This is an optimization exercise on Yosys and OpenROAD, whose aim is small area, a short achievable clock period and few clock cycles per item, not a production implementation. Function was not checked in any run shown here: the RTL went through the layout flow alone. No run shown here takes its clock network from TritonCTS; it comes from the design's own scripts or RTL. The flow treats the clock pin as an ideal source. Dropping or thinning the clock tree relies on that and would not hold on a real chip. Power is estimated from default activity; no workload was simulated.

**flow/design.v**
```verilog
`timescale 1ns / 1ps
module automaton(
    input               clk,
    input               rst,
    input [31:0]        rule,
    output reg [5:0]    row,
    output reg [5:0]    col,
    output reg          world_we,
    input               world_in,
    output reg          world_out,
    output reg          update_done);
localparam P = 9;                
localparam L = 2 * P + 1;        
reg [L-1:0]  sr;                 
reg [63:0]   tb;                 
reg [2:0] rb;
reg [5:0] rc;
reg [2:0] ri;
reg       rs;
reg [2:0] cb;
reg [5:0] cc;
reg [2:0] ci;
reg       cs;
reg col0, col62, col63, band0, band7;
reg smask;       
reg emask;       
reg rst_q;       
reg rd;          
reg nw;          
reg pend;        
reg wsel2;       
reg active;      
reg ud1;
wire n_band0  = col63 ? band7 : band0;
wire n_nbit   = cs ? (tb[1] & ~n_band0) : sr[P];
wire n_wbit   = (cs ? col63 : col0) ? 1'b0 : sr[2*P-1];
wire n_emask  = cs ? col62 : col63;
reg [7:0] rlk;       
wire e_bit    = sr[0] & ~emask;
wire s_bit    = sr[P-1] & ~smask;
wire new_bit  = rlk[{sr[P], e_bit, s_bit}];
wire flag     = active & ~cs & (new_bit ^ sr[P]);
wire pend_n = rd ? flag : (wsel2 & pend);
wire nw_n   = pend_n & (~nw | rd);
wire c_last = band7 & col63 & cs;
always @(posedge clk) begin
    rst_q <= rst;
    if (rd) begin
        sr <= {sr[L-2:0], world_in};
        if (cs)
            tb <= {sr[P+1], tb[63:1]};
        rlk <= rule[{n_nbit, n_wbit, 3'b000} +: 8];
        emask <= n_emask;
    end
    world_out <= ~sr[P+1];
    if (nw) begin
        row <= {cb, ci - 3'd1};
        col <= cc;
    end else begin
        row <= rs ? {rb + 3'd1, 3'd0} : {rb, ri};
        col <= rc;
    end
    if (rst_q) begin
        rb <= 3'd0; rc <= 6'd0; ri <= 3'd0; rs <= 1'b0;
        cb <= 3'd7; cc <= 6'd62; ci <= 3'd7; cs <= 1'b0;
        col0 <= 1'b0; col62 <= 1'b1; col63 <= 1'b0;
        band0 <= 1'b0; band7 <= 1'b1;
        smask <= 1'b0;
        world_we <= 1'b0;
        rd <= 1'b1;
        nw <= 1'b0;
        pend <= 1'b0;
        wsel2 <= 1'b0;
        active <= 1'b0;
        ud1 <= 1'b0;
        update_done <= 1'b0;
    end else begin
        if (rd) begin
            if (cs) begin
                cs <= 1'b0;
                smask <= 1'b0;
                cc <= cc + 1'b1;
                col0 <= col63;
                col63 <= col62;
                col62 <= (cc == 6'd61);
                if (col63) begin
                    cb <= cb + 1'b1;
                    band0 <= band7;
                    band7 <= (cb == 3'd6);
                end
            end else begin
                ci <= ci + 1'b1;
                smask <= (ci == 3'd6) & band7;
                if (ci == 3'd7) cs <= 1'b1;
            end
            wsel2 <= 1'b1;
            if (c_last) active <= 1'b1;
        end else begin
            wsel2 <= 1'b0;
        end
        pend <= pend_n;
        nw <= nw_n;
        ud1 <= rd & c_last & active;
        update_done <= ud1;
        world_we <= nw;
        rd <= ~nw;
        if (!nw) begin
            if (rs) begin
                rs <= 1'b0;
                rc <= rc + 1'b1;
                if (rc == 6'd63) rb <= rb + 1'b1;
            end else begin
                ri <= ri + 1'b1;
                if (ri == 3'd7) rs <= 1'b1;
            end
        end
    end
end
endmodule
```
**flow/flow/run.sh**
```bash
#!/bin/bash
# The standard layout (standard.sh) with these changes:
#  - ports are buffered with buf_2 instead of the slow delay buffer that
#    buffer_ports picks by default;
#  - the resizer may swap cells of different footprints;
#  - flow/cts_flat.tcl replaces ORFS's cts step with a two-level clock tree
#    built by hand: the clock port drives one buffer, which drives eight leaf
#    buffers that drive the registers.
# Each step's output goes to its own log here.
set -euo pipefail
here=$(pwd)
export BUFFER_PORTS_ARGS="-buffer_cell sky130_fd_sc_hd__buf_2"
export FLAT_CLK_N1=1 FLAT_CLK_BUF1=sky130_fd_sc_hd__clkbuf_16
export FLAT_CLK_N2=8 FLAT_CLK_BUF2=sky130_fd_sc_hd__clkbuf_8
sed 's/CLKGATE_MAP_FILE= /CLKGATE_MAP_FILE= MATCH_CELL_FOOTPRINT=0 /' standard.sh > standard_own.sh
grep -q MATCH_CELL_FOOTPRINT=0 standard_own.sh
bash standard_own.sh place > place.log 2>&1
bash standard_own.sh run RUN_SCRIPT="$here/flow/cts_flat.tcl" RUN_LOG_NAME_STEM=4_1_cts > cts.log 2>&1
bash standard_own.sh finish > finish.log 2>&1
```
**flow/flow/cts_flat.tcl**
```tcl
# Clock tree step of the layout, in place of ORFS's cts.tcl: a two-level tree
# built by hand. The clock port drives N1 buffers (FLAT_CLK_N1 of
# FLAT_CLK_BUF1); each drives some of N2 leaf buffers (FLAT_CLK_N2 of
# FLAT_CLK_BUF2), and each leaf drives the registers nearest to it, so every
# register's clock passes through exactly two buffers. Groups come from a
# balanced k-means on positions. The rest is as in ORFS's cts.tcl: timing
# repair and detailed placement.
utl::set_metrics_stage "cts__{}"
source $::env(SCRIPTS_DIR)/load.tcl
erase_non_stage_variables cts
load_design 3_place.odb 3_place.sdc

set_dont_use $::env(DONT_USE_CELLS)

set n1 $::env(FLAT_CLK_N1)
set n2 $::env(FLAT_CLK_N2)
set buf1 $::env(FLAT_CLK_BUF1)
set buf2 $::env(FLAT_CLK_BUF2)

set db [ord::get_db]
set block [ord::get_db_block]
set clk_net [[$block findBTerm clk] getNet]

# points: list of {x y}; returns {assignment centers}, at most ceil(n/k) each
proc balanced_kmeans { points k } {
  set n [llength $points]
  set sx 0.0; set sy 0.0
  foreach p $points { set sx [expr {$sx + [lindex $p 0]}]; set sy [expr {$sy + [lindex $p 1]}] }
  set mx [expr {$sx / $n}]; set my [expr {$sy / $n}]
  set byang {}
  foreach p $points {
    lappend byang [list [expr {atan2([lindex $p 1] - $my, [lindex $p 0] - $mx)}] {*}$p]
  }
  set byang [lsort -real -index 0 $byang]
  set cx {}; set cy {}
  for {set j 0} {$j < $k} {incr j} {
    set p [lindex $byang [expr {int(($j + 0.5) * $n / $k)}]]
    lappend cx [lindex $p 1]; lappend cy [lindex $p 2]
  }
  set cap [expr {($n + $k - 1) / $k}]
  for {set iter 0} {$iter < 20} {incr iter} {
    set pairs {}
    set i 0
    foreach p $points {
      for {set j 0} {$j < $k} {incr j} {
        lappend pairs [list [expr {abs([lindex $p 0] - [lindex $cx $j]) + abs([lindex $p 1] - [lindex $cy $j])}] $i $j]
      }
      incr i
    }
    set pairs [lsort -real -index 0 $pairs]
    set assign [lrepeat $n -1]
    set an [lrepeat $k 0]
    foreach q $pairs {
      lassign $q d i j
      if {[lindex $assign $i] >= 0 || [lindex $an $j] >= $cap} { continue }
      lset assign $i $j
      lset an $j [expr {[lindex $an $j] + 1}]
    }
    set ax [lrepeat $k 0.0]; set ay [lrepeat $k 0.0]
    foreach p $points a $assign {
      lset ax $a [expr {[lindex $ax $a] + [lindex $p 0]}]
      lset ay $a [expr {[lindex $ay $a] + [lindex $p 1]}]
    }
    for {set j 0} {$j < $k} {incr j} {
      if {[lindex $an $j] > 0} {
        lset cx $j [expr {[lindex $ax $j] / [lindex $an $j]}]
        lset cy $j [expr {[lindex $ay $j] / [lindex $an $j]}]
      }
    }
  }
  puts "clock tree: group sizes $an"
  return [list $assign $cx $cy]
}

proc add_buffer { name cell x y in_net } {
  set master [[ord::get_db] findMaster $cell]
  set block [ord::get_db_block]
  set inst [odb::dbInst_create $block $master $name]
  set net [odb::dbNet_create $block "${name}_net"]
  $net setSigType CLOCK
  [$inst findITerm A] connect $in_net
  [$inst findITerm X] connect $net
  $inst setLocation [expr {int($x - [$master getWidth] / 2)}] [expr {int($y - [$master getHeight] / 2)}]
  $inst setPlacementStatus PLACED
  return $net
}

set sinks {}
set pts {}
foreach it [$clk_net getITerms] {
  set bb [[$it getInst] getBBox]
  lappend sinks $it
  lappend pts [list [expr {([$bb xMin] + [$bb xMax]) / 2.0}] [expr {([$bb yMin] + [$bb yMax]) / 2.0}]]
}
puts "clock tree: [llength $sinks] sinks, $n1 x $buf1 over $n2 x $buf2"

lassign [balanced_kmeans $pts $n2] a2 x2 y2
set leafpts {}
for {set j 0} {$j < $n2} {incr j} { lappend leafpts [list [lindex $x2 $j] [lindex $y2 $j]] }
lassign [balanced_kmeans $leafpts $n1] a1 x1 y1

# the registers keep the clock net until their leaf's net exists
set nets1 {}
for {set j 0} {$j < $n1} {incr j} {
  lappend nets1 [add_buffer "clkbuf_top_$j" $buf1 [lindex $x1 $j] [lindex $y1 $j] $clk_net]
}
set nets2 {}
for {set j 0} {$j < $n2} {incr j} {
  lappend nets2 [add_buffer "clkbuf_leaf_$j" $buf2 [lindex $x2 $j] [lindex $y2 $j] [lindex $nets1 [lindex $a1 $j]]]
}
foreach it $sinks a $a2 {
  $it disconnect
  $it connect [lindex $nets2 $a]
}
global_connect

set_propagated_clock [all_clocks]

utl::push_metrics_stage "cts__{}__pre_repair_timing"
log_cmd estimate_parasitics -placement
utl::pop_metrics_stage

set_placement_padding -global \
  -left $::env(CELL_PAD_IN_SITES_DETAIL_PLACEMENT) \
  -right $::env(CELL_PAD_IN_SITES_DETAIL_PLACEMENT)
detailed_placement
log_cmd estimate_parasitics -placement

report_clock_skew
report_clock_min_period

repair_timing_helper
detailed_placement
check_placement -verbose

report_metrics 4 "cts final"
orfs_write_db $::env(RESULTS_DIR)/4_1_cts.odb
orfs_write_sdc $::env(RESULTS_DIR)/4_cts.sdc
```
**flow/standard.sh**
```bash
#!/bin/bash
# synth_recipe.tcl (not shown) runs the flow's synth.tcl, then flattens the netlist and writes it again
# the make line also repeats each setting of config.mk as NAME=value (left out here)
make -C /OpenROAD-flow-scripts/flow DESIGN_CONFIG=/design/flow/config.mk WORK_HOME=/design/flow/orfs CLKGATE_MAP_FILE= SYNTH_SCRIPT=/design/flow/synth_recipe.tcl "${@:-finish}"
```
**flow/config.mk**
```make
export PLATFORM = sky130hd
export DESIGN_NAME = automaton
export DESIGN_NICKNAME = automaton
export VERILOG_FILES = /design/flow/design.v
export SDC_FILE = /design/flow/constraint.sdc
export NUM_CORES = 4
export LEC_CHECK = 0
export ABC_CLOCK_PERIOD_IN_PS = 1700
export CAP_MARGIN = 20
export CORE_MARGIN = 2
export CORE_UTILIZATION = 50
export CTS_BUF_LIST = sky130_fd_sc_hd__clkbuf_4 sky130_fd_sc_hd__clkbuf_8
export CTS_CLUSTER_DIAMETER = 100
export CTS_CLUSTER_SIZE = 30
export SETUP_SLACK_MARGIN = 3.35
export SLEW_MARGIN = 20
```
**flow/constraint.sdc**
```tcl
create_clock -name core_clock -period 5.0 [get_ports {clk}]
set_input_delay 1.0000 -clock core_clock [delete_from_list [all_inputs] [get_ports {clk}]]
set_output_delay 1.0000 -clock core_clock [all_outputs]
set_load 0.01 [all_outputs]
```
==> impl_metrics.yaml, run 1 <==
power:
  power.static_leakage_nw: 2.19
  power_per_cell_area_mw_per_mm2: 436
  p_sw_share_pct: 24.8
  seqPwrFrac_pct: 65.3
  switchingPower_w: 0.000620
  ir_drop_v: 0.000229
  intPower_w: 0.00188
  power.total_w: 0.00250
  clock_power_share_pct: 19.8
  power.share.combinational_pct: 14.9
final_layout:
  area_growth_syn_to_layout_pct: 12.1
  drive_gt1_share_pct: 26.1
  n_antenna_cell: 0
  n_fill_cell: 816
  final_util_pct: 58.1
  fin_area_sq_mm: 0.00573
  nNetsFinal: 429
worst_setup_path:
  worstReg2RegEnd: "nw"
  cp-start-kind: "register"
  cpMaxStageDelayCell: "dfxtp_2"
  crit_family: "flip-flops"
  cpPeakStageDelay_ns: 0.34
  crit_type: "reg2out"
  cp_max_fo: 1
  cp.arrival_ns: 0.79
  worstRegToRegCells: 5
  path_buf_inv: 1
  worstPathRequired_ns: 4.00
  cp-end-kind: "output port"
  reg2reg_slack_ns: 3.38
  crit_chain: "buf_6"
  rr_startpoint: "emask"
sta:
  max_freq_mhz: 558
  fin_crit_sh_pct: 35.8
  drv_slew: 0
  rsz0062_at_grt: "true"
  fin_crit_ns: 1.79
  setup_viol: 0
  hold_slack_ns: 0.417
  finalHoldViolCount: 0
  clock_skew_ns: 0.0152
  slew_headroom_pct: 69.4
  finalSetupTns_ns: 0
  worst_slew_pin_slew_ns: 0.458
synthesis:
  ys_types: 42
  synth-seq-cells: 144
  synth_flop_cell: "edfxtp_1"
  syn_nets: 371
  synth_compound_area_share_pct: 3.82
  synth_xor_area_share_pct: 2.57
  synth-adder-area-share_pct: 2.94
  yosysSeqAreaShare_pct: 74.1
  async_flop_share_pct: 0
  synth-edff-count: 90
  yosys.area_share.simple_pct: 7.23
  netlist_area_sq_mm: 0.00511
  synth_top_family_by_area: "simple AND/OR/NAND/NOR gates"
  synth_cells: 324
  syn_avg_cell_area_sq_um: 15.8
  yosys_warnings: 1
  synthMuxAreaShare_pct: 7.15
placement:
  place_area_sq_mm: 0.00547
  port-buffer-count: 49
  place.gp.congestion: 0.742
  place.detailed.hpwl_mm: 4.35
hold_path:
  min_path_cells: 0
  holdPathEnd: "sr[2]"
  hp-class: "reg2reg"
  hp-start: "sr[1]"
global_routing:
  grt_pass1_wl_mm: 11.9
  grt_pass1_vias: 2466
  grt_max_degree: 71
  gr-usage-all-layers_pct: 12.9
  antenna_found_initial: 0
  grt-ovfl-total: 0
detailed_routing:
  firstDrtPassIters: 4
  wl_per_cell_um: 14.1
  vias_per_cell: 5.02
  drtIter0Drc: 118
  drc: 0
  antenna_left: 0
  vias: 2576
  drt_wl_total_mm: 7.22
flow_run:
  drv_cap: 0
floorplanning:
  initial_core_util_pct: 51.8
  num_rows: 36
  boundaryPins: 50
  core_area_sq_mm: 0.00986
  fp.dieW_um: 105
  die_area_sq_mm: 0.0110
  die_h_um: 105
cts:
  worstSkewPairLatency_ns: 0.35
  hold_buffers: 0
  clk_pin_slew_ns: 0.11
outcome:
  status: "no timing/DRC/antenna violations"
## cell type report
cell class	count	area, sq um	share of cell area, %
Multi-Input combinational cell	160	1250	21.8
Inverter	11	67.6	1.18
Timing Repair inverter	1	11.3	0.197
Tap cell	133	166	2.90
Buffer	9	135	2.36
Sequential cell	144	3800	66.3
Timing Repair Buffer	55	304	5.31
## stage by stage
step | setup WS, ns | instances
after floorplan | 3.30 | 324
after global routing | 3.15 | 513
after global placement | 3.15 | 498
after detailed placement | 3.11 | 498
final | 3.21 | 513
## power groups by stage
| stage | combinational, W | sequential, W | clock, W |
|---|---|---|---|
| 3_5_place_dp | 0.000332 | 0.00165 | 0 |
| 3_3_place_gp | 0.000324 | 0.00166 | 0 |
| 6_report | 0.000373 | 0.00163 | 0.000494 |
| 4_1_cts | 0.000340 | 0.00164 | 0.000523 |
| 5_1_grt | 0.000419 | 0.00166 | 0.000560 |
| 2_1_floorplan | 0.000271 | 0.00162 | 0 |
## cell families after synthesis
logic type / count (synthesis)
buffers and inverters: 20
adders and majority gates: 12
DFF: 144
AOI/OAI and AO/OA: 33
muxes: 24
xor gates and xnor gates: 15
and+or+nand+nor: 76
## registers in the layout, indices dropped and copies added (netlist names), 3 cells and up
name and count:
tb 63, rb 3, sr 18, rc 6, rlk 8, cc 6
cb 3, row 6, ri 3, col 6, ci 3
## synthesized netlist by cell type, types with 2 or more instances
| cell type | n | share of area (%) |
|---|---|---|
| edfxtp_1 | 90 | 53 |
| clkbuf_1 | 4 | 0.29 |
| dfxtp_1 | 54 | 21 |
| xnor2_1 | 9 | 1.5 |
| mux4_2 | 9 | 4.0 |
| xor2_1 | 6 | 1.0 |
| buf_6 | 2 | 0.44 |
| nor2b_1 | 2 | 0.24 |
| o21ai_0 | 12 | 1.2 |
| inv_2 | 2 | 0.15 |
| and3_1 | 3 | 0.37 |
| nand2_1 | 32 | 2.4 |
| clkbuf_8 | 2 | 0.54 |
| nor2_1 | 17 | 1.2 |
| or3_1 | 2 | 0.24 |
| mux2_2 | 7 | 1.5 |
| ha_1 | 12 | 2.9 |
| mux2i_1 | 7 | 1.4 |
| a21oi_1 | 12 | 1.2 |
| nand3_1 | 6 | 0.59 |
| inv_1 | 9 | 0.66 |
| o211ai_1 | 3 | 0.44 |
| nand4_1 | 3 | 0.37 |
## placed cells by master, fill, tap and decap left out, types with 2 or more instances in the layout
| cell type | n |
|---|---|
| edfxtp_1 | 90 |
| dfxtp_1 | 48 |
| buf_2 | 47 |
| nand2_1 | 32 |
| nor2_1 | 17 |
| o21ai_0 | 12 |
| a21oi_1 | 12 |
| ha_1 | 12 |
| inv_1 | 9 |
| mux4_2 | 9 |
| xnor2_1 | 9 |
| clkbuf_8 | 8 |
| mux2_2 | 7 |
| mux2i_1 | 7 |
| nand3_1 | 6 |
| xor2_1 | 6 |
| dfxtp_2 | 4 |
| buf_4 | 4 |
| o211ai_1 | 3 |
| and3_1 | 3 |
| nand4_1 | 3 |
| buf_6 | 3 |
| nand2_4 | 2 |
| or3_1 | 2 |
| nor2b_1 | 2 |
| dfxtp_4 | 2 |
## worst max path at each step
stage / start / endpoint / slack [ns] / depth (start not counted)
floorplan: rule[16] / rlk[0] / 3.30 / 1
global placement: rd / cc[5] / 3.15 / 5
detailed placement: rd / cc[5] / 3.11 / 5
CTS: world_we / world_we / 3.17 / 1
global route: row[4] / row[4] / 3.15 / 1
finish: world_we / world_we / 3.21 / 1
## metal layers
layer	wire length, um	track usage (%)	up-vias	part of all wire [%]
met1	3760	20.8	1227	52
met5	0	0	-	0
met3	375	2.12	9	5.2
met4	126	1.90	0	1.7
met2	2960	18.9	63	41
li1	-	-	1277	-
## timing repair
item                       CTS  global route
gates resized for setup      8             7
setup buffers                2             3
hold endpoints to repair     0             0
cloned                       0             1
setup endpoints to repair   33            28
==> inputs of run 2 (changes only) <==
--- a/flow/flow/run.sh
+++ b/flow/flow/run.sh
@@ -10,8 +10,8 @@
 set -euo pipefail
 here=$(pwd)
 export BUFFER_PORTS_ARGS="-buffer_cell sky130_fd_sc_hd__buf_2"
-export FLAT_CLK_N1=1 FLAT_CLK_BUF1=sky130_fd_sc_hd__clkbuf_16
-export FLAT_CLK_N2=8 FLAT_CLK_BUF2=sky130_fd_sc_hd__clkbuf_8
+export FLAT_CLK_N1=2 FLAT_CLK_BUF1=sky130_fd_sc_hd__clkbuf_16
+export FLAT_CLK_N2=8 FLAT_CLK_BUF2=sky130_fd_sc_hd__clkbuf_16
 sed 's/CLKGATE_MAP_FILE= /CLKGATE_MAP_FILE= MATCH_CELL_FOOTPRINT=0 /' standard.sh > standard_own.sh
 grep -q MATCH_CELL_FOOTPRINT=0 standard_own.sh
 bash standard_own.sh place > place.log 2>&1
==> run 2 against run 1 <==
  * Global-route usage up 0.42 points
  * Maximum frequency up 3.0%
  * Via count grew 0.39%
  * Register-to-register slack about the same
  * Worst hold slack lost 0.0057 ns
  * Highest routed layer unchanged
  * Largest power group unchanged
  * Critical path type unchanged
  * Combinational power fell by 3%
  * Wire length up 1.0%
  * Largest cell class unchanged
  * Final cell count unchanged
  * Setup slack improved by 0.052 ns
  * Utilization up 0.93 points
  * Clock skew down 0.0040 ns
==> impl_metrics.yaml, run 2 <==
hold_path:
  min_path_cells: 0
  hp-class: "reg2reg"
  holdPathEnd: "sr[2]"
  hp-start: "sr[1]"
floorplanning:
  die_area_sq_mm: 0.0110
  die_h_um: 105
  boundaryPins: 50
  fp.dieW_um: 105
  initial_core_util_pct: 51.8
  num_rows: 36
  core_area_sq_mm: 0.00986
final_layout:
  final_util_pct: 59.0
  largest_register_ffs: 63
  n_antenna_cell: 0
  final_common_cell: "edfxtp_1"
  area_growth_syn_to_layout_pct: 13.9
  nNetsFinal: 429
  n_fill_cell: 802
  drive_gt1_share_pct: 26.1
  reg_top3: "tb (63), sr (18), rlk (8)"
  layout_common_cells: "edfxtp_1, dfxtp_1, buf_2"
  top_register: "tb"
  fin_cells: 513
worst_setup_path:
  crit_family: "flip-flops"
  reg2reg_slack_ns: 3.37
  cpPeakStageDelay_ns: 0.33
  cp_max_fo: 1
  crit_type: "reg2out"
  rr_startpoint: "emask"
  path_buf_inv: 1
  worstRegToRegCells: 5
  cp-end-kind: "output port"
  cp.arrival_ns: 0.74
  worstReg2RegEnd: "nw"
  cp-start-kind: "register"
  crit_chain: "buf_6"
  worstPathRequired_ns: 4.00
  cpMaxStageDelayCell: "dfxtp_2"
detailed_routing:
  drc: 0
  vias_per_cell: 5.04
  wl_per_cell_um: 14.2
  vias: 2586
  firstDrtPassIters: 4
  antenna_left: 0
  drt_wl_total_mm: 7.30
  drtIter0Drc: 120
sta:
  fin_crit_sh_pct: 34.8
  fin_ws_ns: 3.26
  fin_crit_ns: 1.74
  max_freq_mhz: 575
  setup_viol: 0
  finalHoldViolCount: 0
  drv_slew: 0
  worst_slew_pin_slew_ns: 0.451
  rsz0062_at_grt: "true"
  slew_headroom_pct: 69.9
  clock_skew_ns: 0.0112
  finalSetupTns_ns: 0
  hold_slack_ns: 0.412
synthesis:
  synth-edff-count: 90
  yosysSeqAreaShare_pct: 74.1
  synth.most_common_cell: "edfxtp_1"
  synth_compound_area_share_pct: 3.82
  synth_top_family_by_area: "simple AND/OR/NAND/NOR gates"
  ys_types: 42
  synth_top_area_share_pct: 52.9
  synth_common_cells: "edfxtp_1, dfxtp_1, nand2_1"
  post-synth-top-area-cell: "edfxtp_1"
  syn_avg_cell_area_sq_um: 15.8
  synth_cells: 324
  synthMuxAreaShare_pct: 7.15
  synth_flop_cell: "edfxtp_1"
  synth-adder-area-share_pct: 2.94
  async_flop_share_pct: 0
  netlist_area_sq_mm: 0.00511
  synth_xor_area_share_pct: 2.57
  yosys.area_share.simple_pct: 7.23
  synth-seq-cells: 144
  yosys_warnings: 1
  syn_nets: 371
  synth.area.top_cells: "edfxtp_1, dfxtp_1, mux4_2, ha_1, nand2_1"
power:
  power_per_cell_area_mw_per_mm2: 462
  power.static_leakage_nw: 2.23
  ir_drop_v: 0.000246
cts:
  hold_buffers: 0
  clk_pin_slew_ns: 0.08
  worstSkewPairLatency_ns: 0.30
flow_run:
  drv_cap: 0
placement:
  port-buffer-count: 49
  place.gp.congestion: 0.742
  post-place-ws_ns: 3.11
  place.detailed.hpwl_mm: 4.35
  dp.cells: 498
global_routing:
  antenna_found_initial: 0
  grt_max_degree: 36
  grt-ovfl-total: 0
  gr-usage-all-layers_pct: 13.4
  grt_pass1_wl_mm: 12.2
  grt_pass1_vias: 2514
outcome:
  status: "no timing/DRC/antenna violations"
-- run 2: cell counts after synthesis --
Identical to the previous run, type by type.
-- run 2: layout make-up --
type	instances	area (sq um)	area share, %
sequential	144	3800	65.2
multi-input combinational	160	1250	21.5
timing repair buffer	54	297	5.09
buffer	10	250	4.30
tap	133	166	2.86
inverter	11	53.8	0.924
timing repair inverter	1	8.76	0.150
-- run 2: what timing repair did --
action / CTS / global route
cloned: 1 / 0
buffers inserted: 2 / 2
endpoints found under the setup margin: 33 / 26
gates resized for setup: 7 / 7
pin swaps: 0 / 1
-- run 2: stage by stage --
step	instance area, sq um	power (W)
final	5820	0.00269
after global routing	5820	0.00282
after detailed placement	5470	0.00198
after global placement	5470	0.00198
after floorplan	5120	0.00189
-- run 2: cell families after synthesis --
group           Yosys count
flops                   144
simple gates             76
compound gates           33
mux                      24
buf+inv                  20
xor+xnor                 15
fa+ha+maj                12
-- run 2: where the power goes --
group	switching [W]	internal (W)	total [W]
logic	0.000205	0.000156	0.000362
registers	0.0000989	0.00154	0.00164
clock network	0.000332	0.000357	0.000688
total	0.000636	0.00205	0.00269
-- run 2: worst max path at each step --
| stage | start | endpoint | slack [ns] | depth (start not counted) |
|---|---|---|---|---|
| after global routing | row[4] | row[4] | 3.22 | 1 |
| after detailed placement | rd | cc[5] | 3.11 | 5 |
| after floorplan | rule[16] | rlk[0] | 3.30 | 1 |
| after CTS | world_we | world_we | 3.24 | 1 |
| final | world_we | world_we | 3.26 | 1 |
| after global placement | rd | cc[5] | 3.15 | 5 |
-- run 2: routing by layer --
| metal | vias to the layer above | share of wire (%) | GRT usage [%] |
|---|---|---|---|
| met2 | 62 | 41 | 19.7 |
| met3 | 14 | 5.3 | 2.06 |
| met1 | 1224 | 52 | 21.4 |
| li1 | 1286 | - | - |
| met4 | 0 | 1.9 | 2.19 |
| met5 | - | 0 | 0 |
==> inputs of run 3 (changes only) <==
--- a/flow/design.v
+++ b/flow/design.v
@@ -13,10 +13,6 @@
 localparam L = 2 * P + 1;        
 reg [L-1:0]  sr;                 
 reg [63:0]   tb;                 
-reg [2:0] rb;
-reg [5:0] rc;
-reg [2:0] ri;
-reg       rs;
 reg [2:0] cb;
 reg [5:0] cc;
 reg [2:0] ci;
@@ -43,6 +39,12 @@
 wire pend_n = rd ? flag : (wsel2 & pend);
 wire nw_n   = pend_n & (~nw | rd);
 wire c_last = band7 & col63 & cs;
+wire       rw     = cs | ((ci == 3'd7) & rd);
+wire       r_srow = ~cs & (rd ? (ci == 3'd6) : (ci == 3'd7));
+wire [2:0] r_idx  = rw ? {2'b00, cs & rd} : ci + 3'd1 + rd;
+wire [5:0] r_col  = cc + {rw, ~rw};
+wire [2:0] r_band = cb + (rw ? (col62 | col63) : col63);
+wire [5:0] r_row  = r_srow ? {r_band + 3'd1, 3'd0} : {r_band, r_idx};
 always @(posedge clk) begin
     rst_q <= rst;
     if (rd) begin
@@ -57,11 +59,10 @@
         row <= {cb, ci - 3'd1};
         col <= cc;
     end else begin
-        row <= rs ? {rb + 3'd1, 3'd0} : {rb, ri};
-        col <= rc;
+        row <= r_row;
+        col <= r_col;
     end
     if (rst_q) begin
-        rb <= 3'd0; rc <= 6'd0; ri <= 3'd0; rs <= 1'b0;
         cb <= 3'd7; cc <= 6'd62; ci <= 3'd7; cs <= 1'b0;
         col0 <= 1'b0; col62 <= 1'b1; col63 <= 1'b0;
         band0 <= 1'b0; band7 <= 1'b1;
@@ -104,16 +105,6 @@
         update_done <= ud1;
         world_we <= nw;
         rd <= ~nw;
-        if (!nw) begin
-            if (rs) begin
-                rs <= 1'b0;
-                rc <= rc + 1'b1;
-                if (rc == 6'd63) rb <= rb + 1'b1;
-            end else begin
-                ri <= ri + 1'b1;
-                if (ri == 3'd7) rs <= 1'b1;
-            end
-        end
     end
 end
 endmodule
--- a/flow/flow/run.sh
+++ b/flow/flow/run.sh
@@ -10,8 +10,8 @@
 set -euo pipefail
 here=$(pwd)
 export BUFFER_PORTS_ARGS="-buffer_cell sky130_fd_sc_hd__buf_2"
-export FLAT_CLK_N1=2 FLAT_CLK_BUF1=sky130_fd_sc_hd__clkbuf_16
-export FLAT_CLK_N2=8 FLAT_CLK_BUF2=sky130_fd_sc_hd__clkbuf_16
+export FLAT_CLK_N1=4 FLAT_CLK_BUF1=sky130_fd_sc_hd__clkinv_16
+export FLAT_CLK_N2=8 FLAT_CLK_BUF2=sky130_fd_sc_hd__clkinv_16
 sed 's/CLKGATE_MAP_FILE= /CLKGATE_MAP_FILE= MATCH_CELL_FOOTPRINT=0 /' standard.sh > standard_own.sh
 grep -q MATCH_CELL_FOOTPRINT=0 standard_own.sh
 bash standard_own.sh place > place.log 2>&1
--- a/flow/flow/cts_flat.tcl
+++ b/flow/flow/cts_flat.tcl
@@ -1,8 +1,9 @@
-# Clock tree step of the layout, in place of ORFS's cts.tcl: a two-level tree
-# built by hand. The clock port drives N1 buffers (FLAT_CLK_N1 of
-# FLAT_CLK_BUF1); each drives some of N2 leaf buffers (FLAT_CLK_N2 of
-# FLAT_CLK_BUF2), and each leaf drives the registers nearest to it, so every
-# register's clock passes through exactly two buffers. Groups come from a
+# Clock tree step of the layout, in place of ORFS's cts.tcl: a clock tree of
+# one or two levels built by hand. The clock port drives N1 buffers or
+# inverters (FLAT_CLK_N1 of FLAT_CLK_BUF1); each drives some of N2 leaf buffers
+# or inverters (FLAT_CLK_N2 of FLAT_CLK_BUF2; none for a one-level tree), and
+# each leaf drives the registers nearest to it, so every register's clock
+# passes through the same number of cells. Groups come from a
 # balanced k-means on positions. The rest is as in ORFS's cts.tcl: timing
 # repair and detailed placement.
 utl::set_metrics_stage "cts__{}"
@@ -78,8 +79,10 @@
   set inst [odb::dbInst_create $block $master $name]
   set net [odb::dbNet_create $block "${name}_net"]
   $net setSigType CLOCK
-  [$inst findITerm A] connect $in_net
-  [$inst findITerm X] connect $net
+  foreach it [$inst getITerms] {
+    if {[$it isInputSignal]} { $it connect $in_net }
+    if {[$it isOutputSignal]} { $it connect $net }
+  }
   $inst setLocation [expr {int($x - [$master getWidth] / 2)}] [expr {int($y - [$master getHeight] / 2)}]
   $inst setPlacementStatus PLACED
   return $net
@@ -94,19 +97,26 @@
 }
 puts "clock tree: [llength $sinks] sinks, $n1 x $buf1 over $n2 x $buf2"
 
-lassign [balanced_kmeans $pts $n2] a2 x2 y2
-set leafpts {}
-for {set j 0} {$j < $n2} {incr j} { lappend leafpts [list [lindex $x2 $j] [lindex $y2 $j]] }
-lassign [balanced_kmeans $leafpts $n1] a1 x1 y1
-
-# the registers keep the clock net until their leaf's net exists
-set nets1 {}
-for {set j 0} {$j < $n1} {incr j} {
-  lappend nets1 [add_buffer "clkbuf_top_$j" $buf1 [lindex $x1 $j] [lindex $y1 $j] $clk_net]
-}
-set nets2 {}
-for {set j 0} {$j < $n2} {incr j} {
-  lappend nets2 [add_buffer "clkbuf_leaf_$j" $buf2 [lindex $x2 $j] [lindex $y2 $j] [lindex $nets1 [lindex $a1 $j]]]
+if {$n2 > 0} {
+  lassign [balanced_kmeans $pts $n2] a2 x2 y2
+  set leafpts {}
+  for {set j 0} {$j < $n2} {incr j} { lappend leafpts [list [lindex $x2 $j] [lindex $y2 $j]] }
+  lassign [balanced_kmeans $leafpts $n1] a1 x1 y1
+  set nets1 {}
+  for {set j 0} {$j < $n1} {incr j} {
+    lappend nets1 [add_buffer "clkbuf_top_$j" $buf1 [lindex $x1 $j] [lindex $y1 $j] $clk_net]
+  }
+  set nets2 {}
+  for {set j 0} {$j < $n2} {incr j} {
+    lappend nets2 [add_buffer "clkbuf_leaf_$j" $buf2 [lindex $x2 $j] [lindex $y2 $j] [lindex $nets1 [lindex $a1 $j]]]
+  }
+} else {
+  # one level: the port's buffers drive the registers
+  lassign [balanced_kmeans $pts $n1] a2 x2 y2
+  set nets2 {}
+  for {set j 0} {$j < $n1} {incr j} {
+    lappend nets2 [add_buffer "clkbuf_top_$j" $buf1 [lindex $x2 $j] [lindex $y2 $j] $clk_net]
+  }
 }
 foreach it $sinks a $a2 {
   $it disconnect
==> run 3 against run 2 <==
  * Design area fell by 0.15%
  * Still clean
  * Worst hold slack worse by 0.0037 ns
  * Critical endpoint is now row[5]
  * Critical path type is now reg2reg
  * Power grew 28%
  * Synthesized cell count is 10% lower
  * Final cell count shrank 9.0%
  * Synthesized area is 7.7% lower
  * Sequential power grew 7%
  * Largest power group unchanged
  * Global-route usage grew 1.2 points
==> impl_metrics.yaml, run 3 <==
worst_setup_path:
  worstReg2RegEnd: "row[5]"
  cp-start-kind: "register"
  crit_type: "reg2reg"
  worstPathRequired_ns: 5.01
  cp.arrival_ns: 2.15
  reg2reg_slack_ns: 2.86
  cp-end-kind: "register"
  cp_max_fo: 3
  rr_startpoint: "ci[0]"
  worstRegToRegCells: 11
global_routing:
  gr-usage-met1_pct: 21.3
  met3_usage_pct: 1.87
  grt_pass1_vias: 2428
  grt_max_degree: 48
  antenna_found_initial: 0
  grt_pass1_wl_mm: 11.9
  gr-usage-all-layers_pct: 14.6
  gr-max-usage-layer: "met2"
  use_met2_pct: 23.7
  grt-ovfl-total: 0
cts:
  worstSkewPairLatency_ns: 0.13
  clk_pin_slew_ns: 0.04
outcome:
  status: "no timing/DRC/antenna violations"
power:
  power.share.combinational_pct: 29.9
  ir_drop_v: 0.000334
  switchingPower_w: 0.00113
  power.static_leakage_nw: 2.18
  seqPwrFrac_pct: 51.2
  p_sw_share_pct: 32.8
  power_per_cell_area_mw_per_mm2: 593
  clock_power_share_pct: 18.9
  intPower_w: 0.00231
synthesis:
  synthMuxAreaShare_pct: 6.05
  netlist_area_sq_mm: 0.00471
  ys_types: 43
  synth.area.top_cells: "edfxtp_1, dfxtp_1, mux4_2, ha_1, xor2_1"
  yosysSeqAreaShare_pct: 74.8
  synth_top_area_share_pct: 57.3
  async_flop_share_pct: 0
  yosys.area_share.simple_pct: 5.84
  synth_xor_area_share_pct: 2.97
  yosys_warnings: 1
  synth.most_common_cell: "edfxtp_1"
  synth_flop_cell: "edfxtp_1"
  synth_compound_area_share_pct: 4.70
  syn_avg_cell_area_sq_um: 16.2
  syn_nets: 340
  synth_top_family_by_area: "multiplexers"
  synth-seq-cells: 131
  synth_cells: 291
  post-synth-top-area-cell: "edfxtp_1"
  synth-adder-area-share_pct: 3.72
  synth_common_cells: "edfxtp_1, dfxtp_1, nand2_1"
  synth-edff-count: 90
detailed_routing:
  drt_wl_total_mm: 7.39
  firstDrtPassIters: 4
  drc: 0
  drtIter0Drc: 107
  vias: 2457
  wl_per_cell_um: 15.8
  antenna_left: 0
  vias_per_cell: 5.26
floorplanning:
  die_h_um: 101
  die_area_sq_mm: 0.0102
  initial_core_util_pct: 51.3
  fp.dieW_um: 101
  boundaryPins: 50
  num_rows: 35
  core_area_sq_mm: 0.00920
final_layout:
  area_growth_syn_to_layout_pct: 23.3
  reg_top3: "tb (63), sr (18), rlk (8)"
  final_util_pct: 63.2
  n_antenna_cell: 0
  largest_register_ffs: 63
  final_common_cell: "edfxtp_1"
  drive_gt1_share_pct: 32.3
  nNetsFinal: 407
  fin_cells: 467
  layout_common_cells: "edfxtp_1, dfxtp_1, buf_2"
  top_register: "tb"
flow_run:
  drv_cap: 0
sta:
  fin_crit_ns: 2.14
  fin_crit_sh_pct: 42.8
  rsz0062_at_grt: "true"
  finalHoldViolCount: 0
  max_freq_mhz: 468
  setup_viol: 0
  finalSetupTns_ns: 0
  slew_headroom_pct: 63.6
  clock_skew_ns: 0.0107
  worst_slew_pin_slew_ns: 0.545
  drv_slew: 0
hold_path:
  hp-class: "reg2reg"
  holdPathEnd: "tb[52]"
  hp-start: "tb[53]"
  min_path_cells: 0
placement:
  dp.cells: 443
  port-buffer-count: 49
  place.detailed.hpwl_mm: 4.52
  place.gp.congestion: 0.816
run 3: cell types whose count changed in the layout (fill, tap and decap cells not counted), sizes merged, moves of 6 or more:
cell    previous run  this run
buf               53        62
clkbuf            11         0
clkinv             1        13
dfxtp             54        41
nand2             34        22
nor2              18        11
o21ai             13         7
run 3: stage by stage:
stage	cell area, sq um	total power (W)	worst slack, ns	hold slack, ns
floorplan	4780	0.00238	2.87	0.400
global placement	5130	0.00260	2.52	0.402
detailed placement	5130	0.00261	2.43	0.405
global route	5810	0.00368	2.77	0.417
finish	5810	0.00344	2.86	0.408
run 3: worst max path at each step:
stage,startpoint,endpoint,slack (ns),depth (start not counted)
6_report,ci[0],row[5],2.86,11
5_1_grt,ci[0],row[5],2.77,11
3_3_place_gp,rd,tb[63],2.52,3
4_1_cts,ci[1],row[5],2.87,11
2_1_floorplan,ci[1],row[5],2.87,11
3_5_place_dp,rd,tb[40],2.43,3
run 3: repair_timing:
| item | CTS | global route |
|---|---|---|
| setup endpoints to repair | 98 | 66 |
| hold buffers | 0 | 0 |
| gates resized for setup | 38 | 12 |
| pin swaps | 12 | 3 |
| buffers inserted | 8 | 4 |
run 3: final cells by class:
type / instances / area, sq um
sequential: 131 / 3540
fill: 700 / 3380
timing repair buffer: 62 / 464
tap: 111 / 139
inverter: 26 / 425
multi-input combinational: 137 / 1240
run 3: routing by layer:
layer	up-vias	wire length [um]	share of wire, %
met3	10	283	3.8
met1	1192	3540	48
met5	-	0	0
met2	62	3430	46
li1	1193	-	-
met4	0	131	1.8
run 3: cells by family (layout without fill, tap and decap cells):
group | after synthesis | after routing
DFF | 131 | 131
and+or+nand+nor | 56 | 56
AOI/OAI and AO/OA | 34 | 34
buffers and inverters | 23 | 88
muxes | 17 | 17
xor gates and xnor gates | 16 | 16
adders and majority gates | 14 | 14
run 3: power by group through the flow:
stage	registers, W	clock network, W	logic, W
2_1_floorplan	0.00172	0	0.000655
3_3_place_gp	0.00178	0	0.000824
3_5_place_dp	0.00177	0	0.000841
4_1_cts	0.00178	0.000679	0.000963
5_1_grt	0.00180	0.000730	0.00115
6_report	0.00176	0.000651	0.00103
run 3: critical path, cell delays in order (launching register included):
cell	delay (ns)
dfxtp_2	0.33
ha_4	0.16
ha_4	0.15
a21o_4	0.21
a21o_1	0.17
ha_4	0.16
ha_4	0.22
ha_4	0.14
o211ai_1	0.08
xor2_1	0.16
nor2_1	0.06
xor2_1	0.17
==> inputs of run 4 (changes only) <==
--- a/flow/flow/run.sh
+++ b/flow/flow/run.sh
@@ -10,8 +10,8 @@
 set -euo pipefail
 here=$(pwd)
 export BUFFER_PORTS_ARGS="-buffer_cell sky130_fd_sc_hd__buf_2"
-export FLAT_CLK_N1=4 FLAT_CLK_BUF1=sky130_fd_sc_hd__clkinv_16
-export FLAT_CLK_N2=8 FLAT_CLK_BUF2=sky130_fd_sc_hd__clkinv_16
+export FLAT_CLK_N1=4 FLAT_CLK_BUF1=sky130_fd_sc_hd__clkbuf_16
+export FLAT_CLK_N2=0 FLAT_CLK_BUF2=sky130_fd_sc_hd__clkbuf_8
 sed 's/CLKGATE_MAP_FILE= /CLKGATE_MAP_FILE= MATCH_CELL_FOOTPRINT=0 /' standard.sh > standard_own.sh
 grep -q MATCH_CELL_FOOTPRINT=0 standard_own.sh
 bash standard_own.sh place > place.log 2>&1
--- a/flow/config.mk
+++ b/flow/config.mk
@@ -8,7 +8,7 @@
 export ABC_CLOCK_PERIOD_IN_PS = 1700
 export CAP_MARGIN = 20
 export CORE_MARGIN = 2
-export CORE_UTILIZATION = 50
+export CORE_UTILIZATION = 65
 export CTS_BUF_LIST = sky130_fd_sc_hd__clkbuf_4 sky130_fd_sc_hd__clkbuf_8
 export CTS_CLUSTER_DIAMETER = 100
 export CTS_CLUSTER_SIZE = 30
==> run 4 against run 3 <==
  * Critical path type unchanged
  * Utilization grew 14 points
  * Critical path depth stayed put
  * Setup slack worse by 0.019 ns
  * Synthesized cell count did not move
  * Critical endpoint unchanged
  * Largest power group unchanged
==> impl_metrics.yaml, run 4 <==
outcome:
  status: "no timing/DRC/antenna violations"
sta:
  fin_crit_ns: 2.16
  rsz0062_at_grt: "true"
  slew_headroom_pct: 62.6
  fin_crit_sh_pct: 43.1
  worst_slew_pin_slew_ns: 0.560
  finalSetupTns_ns: 0
  hold_slack_ns: 0.430
  setup_viol: 0
  drv_slew: 0
  finalHoldViolCount: 0
  max_freq_mhz: 464
  clock_skew_ns: 0.0103
worst_setup_path:
  crit_type: "reg2reg"
  cp.arrival_ns: 2.27
  rr_startpoint: "ci[1]"
  cp-start-kind: "register"
  cpMaxStageDelayCell: "dfxtp_4"
  cp-startpoint: "ci[1]"
  crit_top_cell: "ha_4"
  cpPeakStageDelay_ns: 0.37
  crit_chain: "ha_4, ha_4, a21o_4, a21o_1, ha_4, ha_4, ha_4, o211ai_1, xor2_1, nor2_1, xor2_1"
  path_buf_inv: 0
  cp_max_fo: 2
  worstPathRequired_ns: 5.11
  cp-end-kind: "register"
  crit_family: "adder cells"
synthesis:
  synth_common_cells: "edfxtp_1, dfxtp_1, nand2_1"
  synth_cells: 291
  ys_types: 43
  synth.area.top_cells: "edfxtp_1, dfxtp_1, mux4_2, ha_1, xor2_1"
  syn_avg_cell_area_sq_um: 16.2
  yosys_warnings: 1
  synth.most_common_cell: "edfxtp_1"
  async_flop_share_pct: 0
  synth-edff-count: 90
  netlist_area_sq_mm: 0.00471
  synth_flop_cell: "edfxtp_1"
  syn_nets: 340
  post-synth-top-area-cell: "edfxtp_1"
  yosysSeqAreaShare_pct: 74.8
  synth-seq-cells: 131
  synth_top_area_share_pct: 57.3
power:
  power.static_leakage_nw: 2.11
  power_per_cell_area_mw_per_mm2: 585
  power.total_w: 0.00324
  ir_drop_v: 0.000463
final_layout:
  n_antenna_cell: 0
  nNetsFinal: 407
  area_growth_syn_to_layout_pct: 17.6
  multi_input_area_sq_mm: 0.00121
  drive_gt1_share_pct: 33.4
  reg_top3: "tb (63), sr (18), rlk (8)"
  fin_area_sq_mm: 0.00554
  n_fill_cell: 439
  final_common_cell: "edfxtp_1"
  layout_common_cells: "edfxtp_1, buf_2, dfxtp_1"
  top_register: "tb"
  regArea_sq_mm: 0.00355
  largest_register_ffs: 63
detailed_routing:
  vias_per_cell: 5.43
  drtIter0Drc: 119
  wl_per_cell_um: 16.3
  drt_wl_total_mm: 7.42
  firstDrtPassIters: 4
  vias: 2470
  antenna_left: 0
  drc: 0
floorplanning:
  num_rows: 31
  fp.dieW_um: 89.2
  initial_core_util_pct: 66.0
  die_h_um: 89.2
  die_area_sq_mm: 0.00795
  boundaryPins: 50
  core_area_sq_mm: 0.00714
global_routing:
  gr-usage-all-layers_pct: 17.6
  met3_usage_pct: 1.75
  grt_pass1_wl_mm: 10.9
  antenna_found_initial: 0
  grt-ovfl-total: 0
  gr-usage-met1_pct: 26.6
  grt_pass1_vias: 2225
  grt_max_degree: 50
  gr-max-usage-layer: "met2"
  use_met2_pct: 29.4
hold_path:
  hp-class: "reg2reg"
  hp-start: "tb[11]"
cts:
  clk_pin_slew_ns: 0.11
  hold_buffers: 0
  worstSkewPairLatency_ns: 0.17
placement:
  place_area_sq_mm: 0.00511
  place.gp.congestion: 0.793
  port-buffer-count: 49
  place.detailed.hpwl_mm: 4.54
flow_run:
  drv_cap: 0
[run 4: metrics by stage]
stage               cells  setup WS, ns  util, %
global route          455          2.76     77.7
global placement      431          2.57     71.6
detailed placement    431          2.49     71.6
finish                455          2.84     77.7
floorplan             291          2.87        -
[run 4: final cells by class]
type                    count  share of cell area, %
plain buffers               4                   1.81
inverters                  14                   1.08
multi-input cells         137                   21.8
flip-flops and latches    131                   64.0
well taps                  99                   2.23
repair buffers             70                   9.00
[run 4: path summary, 6_finish.rpt]
path,slack [ns],cells past startpoint,to
worst max-delay path,2.84,11,row[5]
worst min-delay path,0.43,0,tb[10]
worst max register to register,2.84,11,row[5]
worst min register to register,0.43,0,tb[10]
[run 4: what timing repair did]
item / in CTS / in global routing
endpoints found under the hold margin: 0 / 0
gates resized for setup: 19 / 23
pin swaps: 8 / 1
buffers inserted: 11 / 8
gates cloned: 0 / 1
endpoints found under the setup margin: 98 / 79
[run 4: kinds of logic after synthesis]
kind of cell | count (synthesis) | share of synthesized area, %
DFF | 131 | 74.8
adders and majority gates | 14 | 3.72
and+or+nand+nor | 56 | 5.84
xor gates and xnor gates | 16 | 2.97
buffers and inverters | 23 | 1.96
muxes | 17 | 6.05
AOI/OAI and AO/OA | 34 | 4.70
[run 4: routing by layer]
metal	part of all wire (%)	routed length (um)	vias up
met1	47	3490	1201
li1	-	-	1198
met2	48	3590	65
met3	3.8	284	6
met4	0.63	47	0
met5	0	0	-
[run 4: report_power, final]
part / switching [W] / total (W) / internal, W
clock network: 0.000234 / 0.000382 / 0.000149
registers: 0.000162 / 0.00176 / 0.00160
logic: 0.000532 / 0.00110 / 0.000570
total: 0.000928 / 0.00324 / 0.00232
[run 4: worst reg2reg max path, cell delays in order (launching register included)]
cell	delay, ns
dfxtp_4	0.37
ha_4	0.16
ha_4	0.16
a21o_4	0.21
a21o_1	0.17
ha_4	0.16
ha_4	0.27
ha_4	0.11
o211ai_1	0.08
xor2_1	0.15
nor2_1	0.12
xor2_1	0.14
==> inputs of run 5 (changes only) <==
--- a/flow/design.v
+++ b/flow/design.v
@@ -31,6 +31,11 @@
 wire n_nbit   = cs ? (tb[1] & ~n_band0) : sr[P];
 wire n_wbit   = (cs ? col63 : col0) ? 1'b0 : sr[2*P-1];
 wire n_emask  = cs ? col62 : col63;
+wire c_top    = ~cs & (ci == 3'd0);
+wire c_nbit   = c_top ? (tb[0] & ~band0) : sr[P+1];
+wire c_wbit   = col0 ? 1'b0 : sr[2*P];
+wire x_nbit   = rd ? n_nbit : c_nbit;
+wire x_wbit   = rd ? n_wbit : c_wbit;
 reg [7:0] rlk;       
 wire e_bit    = sr[0] & ~emask;
 wire s_bit    = sr[P-1] & ~smask;
@@ -39,21 +44,31 @@
 wire pend_n = rd ? flag : (wsel2 & pend);
 wire nw_n   = pend_n & (~nw | rd);
 wire c_last = band7 & col63 & cs;
+wire [5:0] cc_p1  = {cc[5] ^ (&cc[4:0]), cc[4] ^ (&cc[3:0]), cc[3] ^ (&cc[2:0]),
+                     cc[2] ^ (&cc[1:0]), cc[1] ^ cc[0], ~cc[0]};
+wire [5:0] cc_p2  = {cc[5] ^ (&cc[4:1]), cc[4] ^ (&cc[3:1]), cc[3] ^ (&cc[2:1]),
+                     cc[2] ^ cc[1], ~cc[1], cc[0]};
+wire [2:0] cb_p1  = {cb[2] ^ (&cb[1:0]), cb[1] ^ cb[0], ~cb[0]};
+wire [2:0] cb_p2  = {cb[2] ^ cb[1], ~cb[1], cb[0]};
+wire [2:0] ci_p1  = {ci[2] ^ (&ci[1:0]), ci[1] ^ ci[0], ~ci[0]};
+wire [2:0] ci_p2  = {ci[2] ^ ci[1], ~ci[1], ci[0]};
 wire       rw     = cs | ((ci == 3'd7) & rd);
 wire       r_srow = ~cs & (rd ? (ci == 3'd6) : (ci == 3'd7));
-wire [2:0] r_idx  = rw ? {2'b00, cs & rd} : ci + 3'd1 + rd;
-wire [5:0] r_col  = cc + {rw, ~rw};
-wire [2:0] r_band = cb + (rw ? (col62 | col63) : col63);
-wire [5:0] r_row  = r_srow ? {r_band + 3'd1, 3'd0} : {r_band, r_idx};
+wire [2:0] r_idx  = rw ? {2'b00, cs & rd} : (rd ? ci_p2 : ci_p1);
+wire [5:0] r_col  = rw ? cc_p2 : cc_p1;
+wire       r_cy   = rw ? (col62 | col63) : col63;
+wire [2:0] r_band = r_cy ? cb_p1 : cb;
+wire [2:0] r_bnd1 = r_cy ? cb_p2 : cb_p1;
+wire [5:0] r_row  = r_srow ? {r_bnd1, 3'd0} : {r_band, r_idx};
 always @(posedge clk) begin
     rst_q <= rst;
     if (rd) begin
         sr <= {sr[L-2:0], world_in};
         if (cs)
             tb <= {sr[P+1], tb[63:1]};
-        rlk <= rule[{n_nbit, n_wbit, 3'b000} +: 8];
         emask <= n_emask;
     end
+    rlk <= rule[{x_nbit, x_wbit, 3'b000} +: 8];
     world_out <= ~sr[P+1];
     if (nw) begin
         row <= {cb, ci - 3'd1};
@@ -80,17 +95,17 @@
             if (cs) begin
                 cs <= 1'b0;
                 smask <= 1'b0;
-                cc <= cc + 1'b1;
+                cc <= cc_p1;
                 col0 <= col63;
                 col63 <= col62;
                 col62 <= (cc == 6'd61);
                 if (col63) begin
-                    cb <= cb + 1'b1;
+                    cb <= cb_p1;
                     band0 <= band7;
                     band7 <= (cb == 3'd6);
                 end
             end else begin
-                ci <= ci + 1'b1;
+                ci <= ci_p1;
                 smask <= (ci == 3'd6) & band7;
                 if (ci == 3'd7) cs <= 1'b1;
             end
--- a/flow/flow/run.sh
+++ b/flow/flow/run.sh
@@ -10,8 +10,8 @@
 set -euo pipefail
 here=$(pwd)
 export BUFFER_PORTS_ARGS="-buffer_cell sky130_fd_sc_hd__buf_2"
-export FLAT_CLK_N1=4 FLAT_CLK_BUF1=sky130_fd_sc_hd__clkbuf_16
-export FLAT_CLK_N2=0 FLAT_CLK_BUF2=sky130_fd_sc_hd__clkbuf_8
+export FLAT_CLK_N1=4 FLAT_CLK_BUF1=sky130_fd_sc_hd__clkinv_16
+export FLAT_CLK_N2=8 FLAT_CLK_BUF2=sky130_fd_sc_hd__clkinv_16
 sed 's/CLKGATE_MAP_FILE= /CLKGATE_MAP_FILE= MATCH_CELL_FOOTPRINT=0 /' standard.sh > standard_own.sh
 grep -q MATCH_CELL_FOOTPRINT=0 standard_own.sh
 bash standard_own.sh place > place.log 2>&1
==> run 5 against run 4 <==
  * Clock skew fell by 0.0025 ns
  * Combinational power rose by 35%
  * Via count rose by 27%
  * First-iteration DRC count rose by 140%
  * Die area rose by 5.5%
  * Synthesized cell count rose by 16%
  * Setup slack improved by 0.27 ns
  * Critical path depth fell by 4
  * Worst hold slack got worse by 0.019 ns
  * Final cell count rose by 12%
  * Wire length rose by 62%
  * Highest routed layer unchanged
==> impl_metrics.yaml, run 5 <==
outcome:
  status: "no timing/DRC/antenna violations"
sta:
  max_freq_mhz: 530
  drv_slew: 0
  finalHoldViolCount: 0
  slew_headroom_pct: 36.6
  fin_crit_sh_pct: 37.8
  worst_slew_pin_slew_ns: 0.950
  finalSetupTns_ns: 0
  fin_ws_ns: 3.11
  clock_skew_ns: 0.00779
  fin_crit_ns: 1.89
  rsz0062_at_grt: "true"
  setup_viol: 0
final_layout:
  n_antenna_cell: 0
  layout_common_cells: "edfxtp_1, buf_2, dfxtp_1"
  nNetsFinal: 460
  top_register: "tb"
  reg_top3: "tb (64), sr (19), rlk (8)"
  final_common_cell: "edfxtp_1"
  area_growth_syn_to_layout_pct: 22.9
  largest_register_ffs: 64
  fin_cells: 509
  drive_gt1_share_pct: 31.2
  final_util_pct: 83.6
synthesis:
  post-synth-top-area-cell: "edfxtp_1"
  synth_common_cells: "edfxtp_1, dfxtp_1, mux2i_1"
  synth.most_common_cell: "edfxtp_1"
  syn_nets: 385
  synth.area.top_cells: "edfxtp_1, dfxtp_1, mux2i_1, ha_1, nand2_1"
  yosysSeqAreaShare_pct: 70.3
  async_flop_share_pct: 0
  synth-seq-cells: 133
  synth_cells: 337
  yosys_warnings: 1
  synth-edff-count: 84
  synth_flop_cell: "edfxtp_1"
  syn_avg_cell_area_sq_um: 14.8
  ys_types: 44
  netlist_area_sq_mm: 0.00499
  synth_top_area_share_pct: 50.6
floorplanning:
  initial_core_util_pct: 68.0
  die_h_um: 91.6
  fp.dieW_um: 91.6
  die_area_sq_mm: 0.00839
  core_area_sq_mm: 0.00733
  boundaryPins: 50
  num_rows: 31
worst_setup_path:
  cp-end-kind: "register"
  crit_type: "reg2reg"
  rr_startpoint: "ci[0]"
  cp-startpoint: "ci[0]"
  cp-start-kind: "register"
  cp.arrival_ns: 1.84
  worstPathRequired_ns: 4.95
  cp_max_fo: 6
global_routing:
  antenna_found_initial: 0
  grt-ovfl-total: 0
  gr-usage-all-layers_pct: 24.9
  grt_pass1_wl_mm: 16.2
  grt_max_degree: 31
  grt_pass1_vias: 2997
detailed_routing:
  firstDrtPassIters: 5
  wl_per_cell_um: 23.6
  drtIter0Drc: 284
  antenna_left: 0
  vias: 3140
  drc: 0
  vias_per_cell: 6.17
  drt_wl_total_mm: 12.0
placement:
  dp.cells: 472
  port-buffer-count: 49
  post-place-ws_ns: 2.17
  place.detailed.hpwl_mm: 4.80
  place.gp.congestion: 0.739
cts:
  worstSkewPairLatency_ns: 0.13
  clk_pin_slew_ns: 0.05
flow_run:
  drv_cap: 0
power:
  ir_drop_v: 0.000413
  power.static_leakage_nw: 2.44
  power_per_cell_area_mw_per_mm2: 655
hold_path:
  hp-start: "tb[57]"
  hp-class: "reg2reg"
==> run 5: cell count changes in the layout (fill, tap and decap cells not counted), moves of 7 or more <==
cell,before,now
mux2i_1,5,28
dfxtp_1,29,43
a211o_1,0,8
mux4_2,9,1
xor2_1,10,3
clkinv_16,0,12
==> run 5: worst paths after layout <==
kind / endpoint / slack (ns) / depth (start not counted)
worst min register to register: tb[56] / 0.41 / 0
worst max register to register: col[4] / 3.11 / 7
worst min-delay path: tb[56] / 0.41 / 0
worst max-delay path: col[4] / 3.11 / 7
==> run 5: per-stage QoR <==
step                total power (W)  cell area [sq um]  hold WS [ns]
floorplan                   0.00250               5010         0.400
global placement            0.00268               5280         0.401
detailed placement          0.00271               5280         0.405
global route                0.00417               6130         0.414
finish                      0.00401               6130         0.411
==> run 5: critical path, cell delays in order, from the launching register on <==
cell and delay, ns:
dfxtp_4 0.36, ha_4 0.16, ha_4 0.16, buf_4 0.15, a21oi_4 0.28, nor2_1 0.09, o21ai_0 0.27, o21ai_0 0.23
==> run 5: layout make-up <==
cell class	instances	area [sq um]
Timing Repair Buffer	75	538
Fill cell	318	1200
Tap cell	99	124
Sequential cell	133	3520
Inverter	24	418
Multi-Input combinational cell	178	1530
==> run 5: cells by family after synthesis <==
family                   share of synthesized area, %
AO/OA/AOI/OAI                                    7.10
XOR/XNOR                                         1.58
adder cells (fa/ha/maj)                          3.26
buffers and inverters                            2.79
flip-flops                                       70.3
multiplexers                                     7.60
AND/OR/NAND/NOR                                  7.40
==> run 5: layer usage <==
layer	track usage, %	share of wire [%]	wire length, um	up-vias
li1	-	-	-	1371
met1	34.3	36	4370	1502
met2	42.1	50	6020	220
met3	2.82	8.8	1060	47
met4	7.70	4.5	536	0
met5	0	0	0	-
==> run 5: what timing repair did <==
action	4_1_cts	5_1_grt
pin swaps	6	5
gates cloned	1	1
hold buffers	0	0
gates resized for setup	41	16
endpoints found under the setup margin	85	18
setup buffers	20	3
==> run 5: power by group <==
part,switching (W),leakage [nW],internal (W)
Sequential,0.000223,1.21,0.00161
Clock,0.000507,0.137,0.000197
Combinational,0.000794,1.09,0.000684
==> inputs of run 6 (changes only) <==
--- a/flow/flow/run.sh
+++ b/flow/flow/run.sh
@@ -10,8 +10,8 @@
 set -euo pipefail
 here=$(pwd)
 export BUFFER_PORTS_ARGS="-buffer_cell sky130_fd_sc_hd__buf_2"
-export FLAT_CLK_N1=4 FLAT_CLK_BUF1=sky130_fd_sc_hd__clkinv_16
-export FLAT_CLK_N2=8 FLAT_CLK_BUF2=sky130_fd_sc_hd__clkinv_16
+export FLAT_CLK_N1=4 FLAT_CLK_BUF1=sky130_fd_sc_hd__clkbuf_16
+export FLAT_CLK_N2=0 FLAT_CLK_BUF2=sky130_fd_sc_hd__clkbuf_8
 sed 's/CLKGATE_MAP_FILE= /CLKGATE_MAP_FILE= MATCH_CELL_FOOTPRINT=0 /' standard.sh > standard_own.sh
 grep -q MATCH_CELL_FOOTPRINT=0 standard_own.sh
 bash standard_own.sh place > place.log 2>&1
==> run 6 against run 5 <==
  * Utilization fell by 3.6 points
  * Design area fell by 4.2%
  * First-iteration DRC count fell by 37%
  * Critical path depth did not move
  * Synthesized cell count did not move
  * Combinational power fell by 8%
==> impl_metrics.yaml, run 6 <==
global_routing:
  gr-usage-met1_pct: 31.5
  use_met2_pct: 35.2
  met3_usage_pct: 1.24
  grt-ovfl-total: 0
  grt_pass1_wl_mm: 13.9
  grt_pass1_vias: 2737
  grt_max_degree: 35
  antenna_found_initial: 0
  gr-max-usage-layer: "met2"
  gr-usage-all-layers_pct: 20.8
hold_path:
  min_path_cells: 0
  hp-class: "reg2reg"
  holdPathEnd: "tb[1]"
  hp-start: "tb[2]"
sta:
  finalSetupTns_ns: 0
  fin_crit_sh_pct: 36.6
  max_freq_mhz: 547
  drv_slew: 0
  rsz0062_at_grt: "true"
  finalHoldViolCount: 0
  clock_skew_ns: 0.0143
  worst_slew_pin_slew_ns: 0.986
  fin_crit_ns: 1.83
  setup_viol: 0
  slew_headroom_pct: 34.1
worst_setup_path:
  cp.arrival_ns: 1.87
  crit_family: "compound AO/OA/AOI/OAI gates"
  worstRegToRegCells: 7
  crit_type: "reg2reg"
  path_buf_inv: 0
  cpPeakStageDelay_ns: 0.39
  crit_cells: 7
  cp_max_fo: 4
  worstPathRequired_ns: 5.04
  worstReg2RegEnd: "row[5]"
  cp-start-kind: "register"
  rr_startpoint: "ci[1]"
  crit_chain: "ha_4, ha_4, a21o_4, a21o_1, or3_4, o221ai_2, a221oi_2"
  reg2reg_slack_ns: 3.17
  cpMaxStageDelayCell: "dfxtp_4"
  crit_top_cell: "ha_4"
  cp-end-kind: "register"
cts:
  clk_pin_slew_ns: 0.12
  worstSkewPairLatency_ns: 0.18
  hold_buffers: 0
final_layout:
  fin_cells: 504
  nNetsFinal: 455
  n_antenna_cell: 0
  reg_top3: "tb (64), sr (19), rlk (8)"
  n_fill_cell: 395
  top_register: "tb"
  fin_area_sq_mm: 0.00587
  area_growth_syn_to_layout_pct: 17.7
  final_common_cell: "edfxtp_1"
  layout_common_cells: "edfxtp_1, buf_2, dfxtp_1"
  drive_gt1_share_pct: 30.9
  largest_register_ffs: 64
power:
  power.static_leakage_nw: 2.34
  power.total_w: 0.00355
  ir_drop_v: 0.000340
  power_per_cell_area_mw_per_mm2: 606
floorplanning:
  boundaryPins: 50
  core_area_sq_mm: 0.00733
  fp.dieW_um: 91.6
  num_rows: 31
  die_h_um: 91.6
  initial_core_util_pct: 68.0
  die_area_sq_mm: 0.00839
placement:
  dp.cells: 472
  place_area_sq_mm: 0.00528
  place.gp.congestion: 0.739
  port-buffer-count: 49
  place.detailed.hpwl_mm: 4.80
detailed_routing:
  drc: 0
  drtIter0Drc: 180
  drt_wl_total_mm: 9.11
  firstDrtPassIters: 5
  vias: 2850
  antenna_left: 0
  vias_per_cell: 5.65
  wl_per_cell_um: 18.1
synthesis:
  synth_cells: 337
  synth_flop_cell: "edfxtp_1"
  netlist_area_sq_mm: 0.00499
  syn_nets: 385
  ys_types: 44
  async_flop_share_pct: 0
  synth_common_cells: "edfxtp_1, dfxtp_1, mux2i_1"
  syn_avg_cell_area_sq_um: 14.8
  yosys_warnings: 1
  synth-edff-count: 84
  synth-seq-cells: 133
  post-synth-top-area-cell: "edfxtp_1"
  yosysSeqAreaShare_pct: 70.3
  synth.most_common_cell: "edfxtp_1"
  synth_top_area_share_pct: 50.6
  synth.area.top_cells: "edfxtp_1, dfxtp_1, mux2i_1, ha_1, nand2_1"
flow_run:
  drv_cap: 0
outcome:
  status: "no timing/DRC/antenna violations"
-- run 6: cell count changes in the layout (fill, tap and decap cells not counted), sizes merged --
cell,before,now
inv,10,11
clkinv,14,1
clkbuf,2,6
buf,73,76
-- run 6: timing repair --
item	4_1_cts	5_1_grt
pin swaps	4	8
setup endpoints to repair	82	30
resized for setup	34	23
setup buffers	16	10
cloned	1	1
-- run 6: cells by family after synthesis --
logic type / after synthesis / share of synthesized area [%]
compound gates: 48 / 7.10
mux: 35 / 7.60
xor+xnor: 9 / 1.58
flops: 133 / 70.3
buf+inv: 26 / 2.79
fa+ha+maj: 13 / 3.26
simple gates: 73 / 7.40
-- run 6: worst max-delay path by stage --
stage | start | end | slack [ns]
6_report | ci[1] | row[5] | 3.17
5_1_grt | ci[0] | rlk[2] | 3.08
4_1_cts | ci[0] | rlk[3] | 3.20
3_5_place_dp | cs | rlk[3] | 2.17
3_3_place_gp | cs | rlk[4] | 2.30
2_1_floorplan | ci[1] | rlk[4] | 3.25
-- run 6: where the power goes --
| group | internal, W | total (W) | leakage (nW) | switching [W] |
|---|---|---|---|---|
| logic | 0.000670 | 0.00136 | 1.08 | 0.000689 |
| clock network | 0.000150 | 0.000403 | 0.0493 | 0.000254 |
| registers | 0.00160 | 0.00179 | 1.21 | 0.000187 |
| total | 0.00242 | 0.00355 | 2.34 | 0.00113 |
-- run 6: final cells by class --
type	count	area, sq um	share of cell area, %
flip-flops and latches	133	3520	60.1
multi-input cells	178	1500	25.6
repair buffers	78	558	9.51
well taps	99	124	2.11
plain buffers	4	100	1.71
inverters	12	57.6	0.981
-- run 6: per-stage QoR --
step	utilization [%]	hold slack (ns)	setup slack [ns]
floorplan	-	0.400	3.25
global placement	72.1	0.401	2.30
detailed placement	72.1	0.405	2.17
global route	80.0	0.439	3.08
finish	80.0	0.423	3.17
-- run 6: per-layer routing --
metal,wire length [um],share of wire (%)
met1,4020,44
met2,4530,50
met3,462,5.1
met4,95,1.0
met5,0,0

port drivers added, routing unchanged:
The results above use ideal ports. As a check the final layouts listed here were re-extracted and re-timed, cells and wires unchanged. Step 1, drivers: a clkbuf_16 drives clk and a buf_2 each remaining input, both assumed. Step 2 also shifts input and output timing later by t, the mid clock arrival at the registers, as if the neighbouring blocks saw the same clock. Three values: ideal, step 1, step 2; two values: the first two.
run	t, ns	setup WS [ns]	hold slack, ns	worst setup path at the end	cell pins on the clock port's net
run 1	0.371	3.208 / 3.174 / 3.171	0.417 / 0.417 / 0.417	input to register	1
run 2	0.347	3.260 / 3.209 / 3.167	0.412 / 0.412 / 0.412	input to register	2
run 3	0.326	2.862 / 2.861 / 2.861	0.408 / 0.408 / 0.408	register to register	4
run 4	0.244	2.843 / 2.843 / 2.843	0.430 / 0.430 / 0.430	register to register	4
run 5	0.335	3.111 / 3.109 / 3.109	0.411 / 0.409 / 0.409	register to register	4
run 6	0.247	3.171 / 3.171 / 3.171	0.423 / 0.423 / 0.423	register to register	4
After both steps every run listed still meets setup and hold. The setup slack of run 2, which loses most, moves by -0.051 ns with the drivers and by -0.093 ns with both steps.
